Background: an optimization exercise with open tools, aiming at small area. Do not read the settings as production practice. Only simulation tests tie the RTL to the original design; equivalence was not proved. Power is estimated from default activity; no workload was simulated.

// blinking_led
module blinking_led
   #(parameter W = 4)
   (
    input  logic clk,
    input  logic reset,
    input  logic cs,
    input  logic read,
    input  logic write,
    input  logic [4:0] addr,
    input  logic [31:0] wr_data,
    output logic [31:0] rd_data,
    output logic [W-1:0] led_out
   );
   logic        we;
   logic [26:0] tnew;
   assign we   = cs && write && (addr[4:2] == 3'd0);
   logic [26:0] x, y;
   assign x    = wr_data[26:0];
   assign tnew = y;
   logic s1;
   logic c2;
   logic s3;
   logic c4;
   logic s5;
   logic c6;
   logic s7;
   logic c8;
   logic s9;
   logic c10;
   logic s11;
   logic c12;
   logic s13;
   logic c14;
   logic s15;
   logic c16;
   logic s17;
   logic c18;
   logic s19;
   logic c20;
   logic s21;
   logic c22;
   logic s23;
   logic c24;
   logic s25;
   logic c26;
   logic s27;
   logic c28;
   logic s29;
   logic c30;
   logic s31;
   logic c32;
   logic s33;
   logic c34;
   logic s35;
   logic c36;
   logic s37;
   logic c38;
   logic s39;
   logic c40;
   logic s41;
   logic c42;
   logic s43;
   logic c44;
   logic s45;
   logic c46;
   logic s47;
   logic c48;
   logic s49;
   logic c50;
   logic s51;
   logic c52;
   logic s53;
   logic c54;
   logic s55;
   logic c56;
   logic s57;
   logic c58;
   logic s59;
   logic c60;
   logic s61;
   logic c62;
   logic s63;
   logic c64;
   logic s65;
   logic c66;
   logic s67;
   logic c68;
   logic s69;
   logic c70;
   logic s71;
   logic c72;
   logic s73;
   logic c74;
   logic s75;
   logic c76;
   logic s77;
   logic c78;
   logic s79;
   logic c80;
   logic s81;
   logic c82;
   logic s83;
   logic c84;
   logic s85;
   logic c86;
   logic s87;
   logic c88;
   logic s89;
   logic c90;
   logic s91;
   logic c92;
   logic s93;
   logic c94;
   logic s95;
   logic c96;
   logic s97;
   logic c98;
   logic s99;
   logic c100;
   logic s101;
   logic c102;
   logic s103;
   logic c104;
   logic s105;
   logic c106;
   logic s107;
   logic c108;
   logic s109;
   logic c110;
   logic s111;
   logic c112;
   logic s113;
   logic c114;
   logic s115;
   logic c116;
   logic s117;
   logic c118;
   logic s119;
   logic c120;
   logic s121;
   logic c122;
   logic s123;
   logic c124;
   logic s125;
   logic c126;
   logic s127;
   logic c128;
   logic s129;
   logic c130;
   logic s131;
   logic c132;
   logic s133;
   logic c134;
  ...
Size: ~12,000 um^2 of cells after synthesis.
Settings: LEC_CHECK=0, CAP_MARGIN=5, CORE_MARGIN=2, CORE_UTILIZATION=40, SLEW_MARGIN=5; clock period 10.0 ns.
standard.sh (not shown) runs the stock make flow with config.mk's settings and CLKGATE_MAP_FILE= SYNTH_SCRIPT=/design/flow/synth_recipe.tcl, a recipe that flattens the netlist after the stock synthesis.
==> flow/flow/run.sh <==
#!/bin/bash
# Own layout flow: the standard flow with the standard synthesis unchanged, plus
#  - polopt.py: after synthesis, the full adders' polarities are chosen so that fewer
#    inverters sit between them (same logic function, same registers);
#  - cntopt.py: the counters' half adder + clear gate per bit rebuilt as xnor/xor + nor2 with
#    the carry chain in alternating polarity (same logic function, same registers);
#  - the port buffers made of the smallest buffer cell (buf_1) instead of the flow's pick;
#  - tiemerge.tcl: after global placement, one tie cell drives all the constant-0 output
#    ports instead of one tie cell per port;
#  - the clock tree built from clkbuf_16 in clusters of up to 25 sinks, with clkbuf_2 above
#    them, without dummy loads.
# Each tool's output goes to a log file of its own in this folder.
set -euo pipefail
R="$PWD/orfs/results/$FLOW_PLATFORM/blinking_led/base"
ARGS=(
  "BUFFER_PORTS_ARGS=-buffer_cell sky130_fd_sc_hd__buf_1"
  "CTS_ARGS=-sink_clustering_enable -repair_clock_nets -sink_clustering_size 25 -sink_clustering_max_diameter 100 -buf_list sky130_fd_sc_hd__clkbuf_16 -root_buf sky130_fd_sc_hd__clkbuf_2 -tree_buf sky130_fd_sc_hd__clkbuf_2 -dont_use_dummy_load"
)
bash standard.sh "$R/1_2_yosys.v" > make_synth.log 2>&1
cp "$R/1_2_yosys.v" "$R/1_2_yosys_standard.v"
python3 flow/polopt.py "$R/1_2_yosys_standard.v" "$R/1_2_yosys_polopt.v" > polopt.log 2>&1
python3 flow/cntopt.py "$R/1_2_yosys_polopt.v" "$R/1_2_yosys.v" > cntopt.log 2>&1
bash standard.sh "${ARGS[@]}" "$R/3_3_place_gp.odb" > make_place.log 2>&1
TIE_DB="$R/3_3_place_gp.odb" openroad -no_init -exit flow/tiemerge.tcl > tiemerge.log 2>&1
bash standard.sh "${ARGS[@]}" finish > make_finish.log 2>&1
==> flow/flow/cntopt.py <==
#!/usr/bin/env python3
"""Counter clean-up for a Yosys netlist of sky130 cells.

Synthesis builds each counter bit with a clear as a half adder (q ^ k, q & k) whose sum goes
through an and2 (or nor2b) with the clear into the flip-flop. This script rebuilds those bits
with the carry chain in alternating polarity:
    carry true  k : next = nor2(clr, xnor2(q, k)),  carry out kn = nand2(q, k)
    carry low  kn : next = nor2(clr, xor2(q, kn)),  carry out k  = nor2b(kn, q)
which computes the same functions with less area. Flip-flops, ports and all other cells are
left as they are.

usage: cntopt.py IN.v OUT.v
"""
import re
import sys
import collections

src = open(sys.argv[1]).read()
m = re.search(r"^module\s.*?;\n", src, re.S | re.M)
head_end = m.end()
body_start = re.search(r"^\s*sky130_fd_sc_hd__", src[head_end:], re.M).start() + head_end
endm = src.rindex("endmodule")
decls = src[head_end:body_start]
inst_text = src[body_start:endm]

inst_re = re.compile(r"\s*(sky130_fd_sc_hd__\w+)\s+(\\\S+ |\S+)\s*\((.*?)\);\n", re.S)
pin_re = re.compile(r"\.(\w+)\(([^()]*)\)")
insts = []
pos = 0
while pos < len(inst_text):
    mm = inst_re.match(inst_text, pos)
    if not mm:
        assert inst_text[pos:].strip() == "", "unparsed: " + inst_text[pos:pos + 200]
        break
    typ, name, body = mm.groups()
    insts.append([typ, name, [(p, n.strip()) for p, n in pin_re.findall(body)]])
    pos = mm.end()

OUT_PINS = {"X", "Y", "Q", "Q_N", "SUM", "COUT", "HI", "LO"}
driver = {}
loads = collections.defaultdict(list)
for i, (t, n, pins) in enumerate(insts):
    for p, net in pins:
        if p in OUT_PINS:
            driver[net] = (i, p)
        elif net:
            loads[net].append((i, p))

def typ(i):
    return insts[i][0].replace("sky130_fd_sc_hd__", "")

def pin(i, p):
    return dict(insts[i][2])[p]

new_cells = []
new_nets = []
removed = set()
cnt = [0]

def net():
    cnt[0] += 1
    nm = f"_cnt{cnt[0]}_"
    new_nets.append(nm)
    return nm

def cell(t, pins):
    cnt[0] += 1
    new_cells.append((f"sky130_fd_sc_hd__{t}", f"_cntc{cnt[0]}_", pins))

# the clear in true polarity, one net per clear-low net (an inverter where none exists)
clr_true = {}
def clear_of(gn):
    if gn in clr_true:
        return clr_true[gn]
    d = driver.get(gn)
    if d and re.match(r"(inv|clkinv)_\d+$", typ(d[0])):
        clr_true[gn] = pin(d[0], "A")
    else:
        c = net()
        cell("inv_1", [("A", gn), ("Y", c)])
        clr_true[gn] = c
    return clr_true[gn]

# candidate bits: ha -> (q, k, clear net (true) getter, gate index, flop D net)
cand = {}
for i, (t, n, pins) in enumerate(insts):
    if not re.match(r"ha_\d+$", typ(i)):
        continue
    s = pin(i, "SUM")
    if len(loads[s]) != 1:
        continue
    g, gp = loads[s][0]
    gt = typ(g)
    d_net = pin(g, "X") if gt.startswith("and2_") else pin(g, "Y") if gt.startswith("nor2b_") else None
    if d_net is None or len(loads[d_net]) != 1:
        continue
    f, fp = loads[d_net][0]
    if not re.match(r"dfxtp_\d+$", typ(f)) or fp != "D":
        continue
    q = pin(f, "Q")
    a, b = pin(i, "A"), pin(i, "B")
    if q == a:
        k = b
    elif q == b:
        k = a
    else:
        continue
    if gt.startswith("and2_"):
        other = pin(g, "B") if gp == "A" else pin(g, "A")
        clr = ("low", other)
    else:
        if gp != "B_N":
            continue
        clr = ("true", pin(g, "A"))
    cand[i] = dict(q=q, k=k, clr=clr, gate=g, d=d_net, cout=pin(i, "COUT"))

# chains: a candidate whose k is the COUT of another candidate follows it
cout_of = {c["cout"]: i for i, c in cand.items()}
starts = [i for i, c in cand.items() if c["k"] not in cout_of]
rewired = collections.defaultdict(dict)  # consumer inst -> {pin: new net}
done = 0
for st in starts:
    i = st
    k_net, k_low = cand[i]["k"], False
    while True:
        c = cand[i]
        clr = c["clr"][1] if c["clr"][0] == "true" else clear_of(c["clr"][1])
        x = net()
        cell("xor2_1" if k_low else "xnor2_1", [("A", c["q"]), ("B", k_net), ("X" if k_low else "Y", x)])
        cell("nor2_1", [("A", clr), ("B", x), ("Y", c["d"])])
        removed.add(i)
        removed.add(c["gate"])
        done += 1
        cout = c["cout"]
        users = [(u, p) for (u, p) in loads[cout]]
        nxt = [u for (u, p) in users if u in cand and cand[u]["k"] == cout]
        others = [(u, p) for (u, p) in users if not (u in cand and cand[u]["k"] == cout)]
        if not users:
            break
        nk = net()
        if k_low:
            cell("nor2b_1", [("A", k_net), ("B_N", c["q"]), ("Y", nk)])   # k = ~kn & q
        else:
            cell("nand2_1", [("A", c["q"]), ("B", k_net), ("Y", nk)])     # kn = ~(q & k)
        new_low = not k_low
        if others:
            if new_low:
                t = net()
                cell("inv_1", [("A", nk), ("Y", t)])
            else:
                t = nk
            for (u, p) in others:
                rewired[u][p] = t
        if not nxt:
            break
        i = nxt[0]
        k_net, k_low = nk, new_low

def esc(nm):
    return nm + " " if nm.startswith("\\") else nm

out = [src[:head_end], decls] + [f"  wire {nm};\n" for nm in new_nets]
for i, (t, n, pins) in enumerate(insts):
    if i in removed:
        continue
    pins = [(p, rewired[i].get(p, nt)) for p, nt in pins]
    out.append(f"  {t} {n}(\n" + ",\n".join(f"    .{p}({esc(nt)})" for p, nt in pins) + "\n  );\n")
for t, n, pins in new_cells:
    out.append(f"  {t} {n} (\n" + ",\n".join(f"    .{p}({esc(nt)})" for p, nt in pins) + "\n  );\n")
out.append(src[endm:])
open(sys.argv[2], "w").write("".join(out))
print(f"cntopt: rebuilt {done} counter bits in {len(starts)} chains")
Other scripts of this flow, unchanged in this note and not shown: flow/flow/polopt.py, flow/flow/tiemerge.tcl
Change:
Settings changed: CAP_MARGIN 5 to 20, SLEW_MARGIN 5 to 20.
What happened: Sequential share of layout area stays the same; via count is unchanged; clock power hardly moves; clock-buffer cell count is unchanged; worst hold slack does not change; cell count is unchanged; global-route usage is unchanged; combinational power hardly moves; routed wire length is unchanged; worst setup slack does not change; total power does not change.
Change:
--- a/flow/flow/run.sh
+++ b/flow/flow/run.sh
@@ -8,5 +8,5 @@
 #  - tiemerge.tcl: after global placement, one tie cell drives all the constant-0 output
 #    ports instead of one tie cell per port;
-#  - the clock tree built from clkbuf_16 in clusters of up to 25 sinks, with clkbuf_2 above
+#  - the clock tree built from clkbuf_16 in clusters of up to 28 sinks, with clkbuf_2 above
 #    them, without dummy loads.
 # Each tool's output goes to a log file of its own in this folder.
@@ -14,6 +14,6 @@
 R="$PWD/orfs/results/$FLOW_PLATFORM/blinking_led/base"
 ARGS=(
-  "BUFFER_PORTS_ARGS=-buffer_cell sky130_fd_sc_hd__buf_1"
-  "CTS_ARGS=-sink_clustering_enable -repair_clock_nets -sink_clustering_size 25 -sink_clustering_max_diameter 100 -buf_list sky130_fd_sc_hd__clkbuf_16 -root_buf sky130_fd_sc_hd__clkbuf_2 -tree_buf sky130_fd_sc_hd__clkbuf_2 -dont_use_dummy_load"
+  "BUFFER_PORTS_ARGS=-buffer_cell sky130_fd_sc_hd__buf_2"
+  "CTS_ARGS=-sink_clustering_enable -repair_clock_nets -sink_clustering_size 28 -sink_clustering_max_diameter 110 -buf_list sky130_fd_sc_hd__clkbuf_16 -root_buf sky130_fd_sc_hd__clkbuf_2 -tree_buf sky130_fd_sc_hd__clkbuf_2 -dont_use_dummy_load"
 )
 bash standard.sh "$R/1_2_yosys.v" > make_synth.log 2>&1
--- a/flow/flow/cntopt.py
+++ b/flow/flow/cntopt.py
@@ -71,4 +71,11 @@
 clr_true = {}
 def clear_of(gn):
+    # look through buffers (the flow removes synthesis buffers and rebuffers anyway)
+    while True:
+        d = driver.get(gn)
+        if d and re.match(r"(buf|clkbuf)_\d+$", typ(d[0])):
+            gn = pin(d[0], "A")
+        else:
+            break
     if gn in clr_true:
         return clr_true[gn]
@@ -157,16 +164,38 @@
         k_net, k_low = nk, new_low
 
+# remove combinational cells left without loads (the buffers that fed the old clear gates)
+ports_out = set()
+for line in decls.splitlines():
+    mo = re.match(r"\s*output\s+(\[(\d+):(\d+)\]\s+)?(\S+);", line)
+    if mo:
+        if mo.group(1):
+            hi, lo = int(mo.group(2)), int(mo.group(3))
+            ports_out.update(f"{mo.group(4)}[{b}]" for b in range(min(hi, lo), max(hi, lo) + 1))
+        else:
+            ports_out.add(mo.group(4))
+final = [(t, n, [(p, rewired[i].get(p, nt)) for p, nt in pins])
+         for i, (t, n, pins) in enumerate(insts) if i not in removed] + new_cells
+swept = 0
+while True:
+    used = collections.Counter(nt for t, n, pins in final for p, nt in pins if p not in OUT_PINS)
+    keep = []
+    for t, n, pins in final:
+        outs = [nt for p, nt in pins if p in OUT_PINS]
+        comb = not re.search(r"__(df|edf|sdf|dl|conb)", t)
+        if comb and outs and all(used[o] == 0 and o not in ports_out for o in outs):
+            swept += 1
+            continue
+        keep.append((t, n, pins))
+    if len(keep) == len(final):
+        break
+    final = keep
+
 def esc(nm):
     return nm + " " if nm.startswith("\\") else nm
 
 out = [src[:head_end], decls] + [f"  wire {nm};\n" for nm in new_nets]
-for i, (t, n, pins) in enumerate(insts):
-    if i in removed:
-        continue
-    pins = [(p, rewired[i].get(p, nt)) for p, nt in pins]
+for t, n, pins in final:
     out.append(f"  {t} {n}(\n" + ",\n".join(f"    .{p}({esc(nt)})" for p, nt in pins) + "\n  );\n")
-for t, n, pins in new_cells:
-    out.append(f"  {t} {n} (\n" + ",\n".join(f"    .{p}({esc(nt)})" for p, nt in pins) + "\n  );\n")
 out.append(src[endm:])
 open(sys.argv[2], "w").write("".join(out))
-print(f"cntopt: rebuilt {done} counter bits in {len(starts)} chains")
+print(f"cntopt: rebuilt {done} counter bits in {len(starts)} chains; removed {swept} cells left without loads")
Effect:
- The new run produced a clean layout
- first-iteration DRC count went down by about a fifth
- global-route usage went up by 0.48 points
- non-clock buffer count went down by 3
- die area went down slightly
- setup slack gains 0.0030 ns
- clock skew went up by 0.085 ns
- synthesized area went down slightly
- total power went up slightly
Change:
--- a/flow/flow/run.sh
+++ b/flow/flow/run.sh
@@ -14,5 +14,5 @@
 R="$PWD/orfs/results/$FLOW_PLATFORM/blinking_led/base"
 ARGS=(
-  "BUFFER_PORTS_ARGS=-buffer_cell sky130_fd_sc_hd__buf_2"
+  "BUFFER_PORTS_ARGS=-buffer_cell sky130_fd_sc_hd__buf_1"
   "CTS_ARGS=-sink_clustering_enable -repair_clock_nets -sink_clustering_size 28 -sink_clustering_max_diameter 110 -buf_list sky130_fd_sc_hd__clkbuf_16 -root_buf sky130_fd_sc_hd__clkbuf_2 -tree_buf sky130_fd_sc_hd__clkbuf_2 -dont_use_dummy_load"
 )
--- a/flow/flow/cntopt.py
+++ b/flow/flow/cntopt.py
@@ -71,11 +71,4 @@
 clr_true = {}
 def clear_of(gn):
-    # look through buffers (the flow removes synthesis buffers and rebuffers anyway)
-    while True:
-        d = driver.get(gn)
-        if d and re.match(r"(buf|clkbuf)_\d+$", typ(d[0])):
-            gn = pin(d[0], "A")
-        else:
-            break
     if gn in clr_true:
         return clr_true[gn]
@@ -164,38 +157,16 @@
         k_net, k_low = nk, new_low
 
-# remove combinational cells left without loads (the buffers that fed the old clear gates)
-ports_out = set()
-for line in decls.splitlines():
-    mo = re.match(r"\s*output\s+(\[(\d+):(\d+)\]\s+)?(\S+);", line)
-    if mo:
-        if mo.group(1):
-            hi, lo = int(mo.group(2)), int(mo.group(3))
-            ports_out.update(f"{mo.group(4)}[{b}]" for b in range(min(hi, lo), max(hi, lo) + 1))
-        else:
-            ports_out.add(mo.group(4))
-final = [(t, n, [(p, rewired[i].get(p, nt)) for p, nt in pins])
-         for i, (t, n, pins) in enumerate(insts) if i not in removed] + new_cells
-swept = 0
-while True:
-    used = collections.Counter(nt for t, n, pins in final for p, nt in pins if p not in OUT_PINS)
-    keep = []
-    for t, n, pins in final:
-        outs = [nt for p, nt in pins if p in OUT_PINS]
-        comb = not re.search(r"__(df|edf|sdf|dl|conb)", t)
-        if comb and outs and all(used[o] == 0 and o not in ports_out for o in outs):
-            swept += 1
-            continue
-        keep.append((t, n, pins))
-    if len(keep) == len(final):
-        break
-    final = keep
-
 def esc(nm):
     return nm + " " if nm.startswith("\\") else nm
 
 out = [src[:head_end], decls] + [f"  wire {nm};\n" for nm in new_nets]
-for t, n, pins in final:
+for i, (t, n, pins) in enumerate(insts):
+    if i in removed:
+        continue
+    pins = [(p, rewired[i].get(p, nt)) for p, nt in pins]
     out.append(f"  {t} {n}(\n" + ",\n".join(f"    .{p}({esc(nt)})" for p, nt in pins) + "\n  );\n")
+for t, n, pins in new_cells:
+    out.append(f"  {t} {n} (\n" + ",\n".join(f"    .{p}({esc(nt)})" for p, nt in pins) + "\n  );\n")
 out.append(src[endm:])
 open(sys.argv[2], "w").write("".join(out))
-print(f"cntopt: rebuilt {done} counter bits in {len(starts)} chains; removed {swept} cells left without loads")
+print(f"cntopt: rebuilt {done} counter bits in {len(starts)} chains")
The changed run finished with timing, DRC and antenna clean.
Fmax falls slightly.
Flip-flop and latch count is unchanged.
Die area grows slightly.
Power is lower slightly.
Wire length is lower slightly.
Final area hardly moves.
Worst setup slack degrades by 0.044 ns.
First-iteration DRC count rises by about a fifth.
Hold slack stays flat.
Change:
--- a/flow/flow/run.sh
+++ b/flow/flow/run.sh
@@ -8,5 +8,5 @@
 #  - tiemerge.tcl: after global placement, one tie cell drives all the constant-0 output
 #    ports instead of one tie cell per port;
-#  - the clock tree built from clkbuf_16 in clusters of up to 28 sinks, with clkbuf_2 above
+#  - the clock tree built from clkbuf_16 in clusters of up to 30 sinks, with clkbuf_2 above
 #    them, without dummy loads.
 # Each tool's output goes to a log file of its own in this folder.
@@ -15,5 +15,5 @@
 ARGS=(
   "BUFFER_PORTS_ARGS=-buffer_cell sky130_fd_sc_hd__buf_1"
-  "CTS_ARGS=-sink_clustering_enable -repair_clock_nets -sink_clustering_size 28 -sink_clustering_max_diameter 110 -buf_list sky130_fd_sc_hd__clkbuf_16 -root_buf sky130_fd_sc_hd__clkbuf_2 -tree_buf sky130_fd_sc_hd__clkbuf_2 -dont_use_dummy_load"
+  "CTS_ARGS=-sink_clustering_enable -repair_clock_nets -sink_clustering_size 30 -sink_clustering_max_diameter 110 -buf_list sky130_fd_sc_hd__clkbuf_16 -root_buf sky130_fd_sc_hd__clkbuf_2 -tree_buf sky130_fd_sc_hd__clkbuf_2 -dont_use_dummy_load"
 )
 bash standard.sh "$R/1_2_yosys.v" > make_synth.log 2>&1
--- a/flow/flow/cntopt.py
+++ b/flow/flow/cntopt.py
@@ -71,4 +71,11 @@
 clr_true = {}
 def clear_of(gn):
+    # look through buffers (the flow removes synthesis buffers and rebuffers anyway)
+    while True:
+        d = driver.get(gn)
+        if d and re.match(r"(buf|clkbuf)_\d+$", typ(d[0])):
+            gn = pin(d[0], "A")
+        else:
+            break
     if gn in clr_true:
         return clr_true[gn]
@@ -157,16 +164,38 @@
         k_net, k_low = nk, new_low
 
+# remove combinational cells left without loads (the buffers that fed the old clear gates)
+ports_out = set()
+for line in decls.splitlines():
+    mo = re.match(r"\s*output\s+(\[(\d+):(\d+)\]\s+)?(\S+);", line)
+    if mo:
+        if mo.group(1):
+            hi, lo = int(mo.group(2)), int(mo.group(3))
+            ports_out.update(f"{mo.group(4)}[{b}]" for b in range(min(hi, lo), max(hi, lo) + 1))
+        else:
+            ports_out.add(mo.group(4))
+final = [(t, n, [(p, rewired[i].get(p, nt)) for p, nt in pins])
+         for i, (t, n, pins) in enumerate(insts) if i not in removed] + new_cells
+swept = 0
+while True:
+    used = collections.Counter(nt for t, n, pins in final for p, nt in pins if p not in OUT_PINS)
+    keep = []
+    for t, n, pins in final:
+        outs = [nt for p, nt in pins if p in OUT_PINS]
+        comb = not re.search(r"__(df|edf|sdf|dl|conb)", t)
+        if comb and outs and all(used[o] == 0 and o not in ports_out for o in outs):
+            swept += 1
+            continue
+        keep.append((t, n, pins))
+    if len(keep) == len(final):
+        break
+    final = keep
+
 def esc(nm):
     return nm + " " if nm.startswith("\\") else nm
 
 out = [src[:head_end], decls] + [f"  wire {nm};\n" for nm in new_nets]
-for i, (t, n, pins) in enumerate(insts):
-    if i in removed:
-        continue
-    pins = [(p, rewired[i].get(p, nt)) for p, nt in pins]
+for t, n, pins in final:
     out.append(f"  {t} {n}(\n" + ",\n".join(f"    .{p}({esc(nt)})" for p, nt in pins) + "\n  );\n")
-for t, n, pins in new_cells:
-    out.append(f"  {t} {n} (\n" + ",\n".join(f"    .{p}({esc(nt)})" for p, nt in pins) + "\n  );\n")
 out.append(src[endm:])
 open(sys.argv[2], "w").write("".join(out))
-print(f"cntopt: rebuilt {done} counter bits in {len(starts)} chains")
+print(f"cntopt: rebuilt {done} counter bits in {len(starts)} chains; removed {swept} cells left without loads")
After rerunning:
- The changed run completed without violations
- core utilization came out higher by 0.61 points
- sequential share of layout area climbs by 0.19 points
- final cell count goes down by about 1.2%
- register-to-register slack is about the same
- setup slack got worse by 0.024 ns
- maximum frequency hardly moves
Change:
--- a/flow/flow/run.sh
+++ b/flow/flow/run.sh
@@ -8,5 +8,5 @@
 #  - tiemerge.tcl: after global placement, one tie cell drives all the constant-0 output
 #    ports instead of one tie cell per port;
-#  - the clock tree built from clkbuf_16 in clusters of up to 30 sinks, with clkbuf_2 above
+#  - the clock tree built from clkbuf_16 in clusters of up to 25 sinks, with clkbuf_2 above
 #    them, without dummy loads.
 # Each tool's output goes to a log file of its own in this folder.
@@ -15,5 +15,5 @@
 ARGS=(
   "BUFFER_PORTS_ARGS=-buffer_cell sky130_fd_sc_hd__buf_1"
-  "CTS_ARGS=-sink_clustering_enable -repair_clock_nets -sink_clustering_size 30 -sink_clustering_max_diameter 110 -buf_list sky130_fd_sc_hd__clkbuf_16 -root_buf sky130_fd_sc_hd__clkbuf_2 -tree_buf sky130_fd_sc_hd__clkbuf_2 -dont_use_dummy_load"
+  "CTS_ARGS=-sink_clustering_enable -repair_clock_nets -sink_clustering_size 28 -sink_clustering_max_diameter 110 -buf_list sky130_fd_sc_hd__clkbuf_16 -root_buf sky130_fd_sc_hd__clkbuf_2 -tree_buf sky130_fd_sc_hd__clkbuf_2 -dont_use_dummy_load"
 )
 bash standard.sh "$R/1_2_yosys.v" > make_synth.log 2>&1
--- a/flow/flow/cntopt.py
+++ b/flow/flow/cntopt.py
@@ -71,11 +71,4 @@
 clr_true = {}
 def clear_of(gn):
-    # look through buffers (the flow removes synthesis buffers and rebuffers anyway)
-    while True:
-        d = driver.get(gn)
-        if d and re.match(r"(buf|clkbuf)_\d+$", typ(d[0])):
-            gn = pin(d[0], "A")
-        else:
-            break
     if gn in clr_true:
         return clr_true[gn]
@@ -164,38 +157,16 @@
         k_net, k_low = nk, new_low
 
-# remove combinational cells left without loads (the buffers that fed the old clear gates)
-ports_out = set()
-for line in decls.splitlines():
-    mo = re.match(r"\s*output\s+(\[(\d+):(\d+)\]\s+)?(\S+);", line)
-    if mo:
-        if mo.group(1):
-            hi, lo = int(mo.group(2)), int(mo.group(3))
-            ports_out.update(f"{mo.group(4)}[{b}]" for b in range(min(hi, lo), max(hi, lo) + 1))
-        else:
-            ports_out.add(mo.group(4))
-final = [(t, n, [(p, rewired[i].get(p, nt)) for p, nt in pins])
-         for i, (t, n, pins) in enumerate(insts) if i not in removed] + new_cells
-swept = 0
-while True:
-    used = collections.Counter(nt for t, n, pins in final for p, nt in pins if p not in OUT_PINS)
-    keep = []
-    for t, n, pins in final:
-        outs = [nt for p, nt in pins if p in OUT_PINS]
-        comb = not re.search(r"__(df|edf|sdf|dl|conb)", t)
-        if comb and outs and all(used[o] == 0 and o not in ports_out for o in outs):
-            swept += 1
-            continue
-        keep.append((t, n, pins))
-    if len(keep) == len(final):
-        break
-    final = keep
-
 def esc(nm):
     return nm + " " if nm.startswith("\\") else nm
 
 out = [src[:head_end], decls] + [f"  wire {nm};\n" for nm in new_nets]
-for t, n, pins in final:
+for i, (t, n, pins) in enumerate(insts):
+    if i in removed:
+        continue
+    pins = [(p, rewired[i].get(p, nt)) for p, nt in pins]
     out.append(f"  {t} {n}(\n" + ",\n".join(f"    .{p}({esc(nt)})" for p, nt in pins) + "\n  );\n")
+for t, n, pins in new_cells:
+    out.append(f"  {t} {n} (\n" + ",\n".join(f"    .{p}({esc(nt)})" for p, nt in pins) + "\n  );\n")
 out.append(src[endm:])
 open(sys.argv[2], "w").write("".join(out))
-print(f"cntopt: rebuilt {done} counter bits in {len(starts)} chains; removed {swept} cells left without loads")
+print(f"cntopt: rebuilt {done} counter bits in {len(starts)} chains")
Result:
- global-route usage went down by 0.29 points
- power went down by about 1.7%
- setup slack is better by 0.024 ns
- sequential power barely changes
- cell count went up by about 1.2%
- hold slack barely changes

[separate check: timing with driven ports]
No port has a modelled driver above. Below, the same layouts with a new extraction and two added sets of constraints.
Step 1 sets driving cells, clkbuf_16 on the clock port and buf_2 on the other inputs (assumed; they add their load-dependent delay and slew).
Step 2 times the ports against the registers' clock, not the clock port: input delays grow and output delays shrink by t, the midpoint of the rising clock arrivals with the driver on.
Three values: ideal ports, drivers, drivers and shift; two values: the first two.
| run | t (ns) | setup slack, ns | latest minus earliest clock arrival (ns) | worst data-port slew with drivers (ns) | pins driven straight from the clock port |
|---|---|---|---|---|---|
| the first run | 0.755 | 0.396 / 0.416 / -0.339 | 0.022 / 0.022 | 0.11 | 1 |
| the second run | 0.755 | 0.396 / 0.416 / -0.339 | 0.022 / 0.022 | 0.11 | 1 |
| the third run | 0.757 | 0.399 / 0.426 / -0.331 | 0.113 / 0.112 | 0.04 | 1 |
| the fourth run | 0.744 | 0.355 / 0.374 / -0.369 | 0.097 / 0.097 | 0.11 | 1 |
| the fifth run | 0.771 | 0.331 / 0.357 / -0.414 | 0.117 / 0.117 | 0.04 | 1 |
| the sixth run | 0.744 | 0.355 / 0.374 / -0.369 | 0.097 / 0.097 | 0.11 | 1 |
With both steps, setup timing fails in every run listed, where it was met with ideal ports. For the fifth run, which loses most, drivers alone change the setup slack by +0.026 ns; drivers and shift together by -0.745 ns.
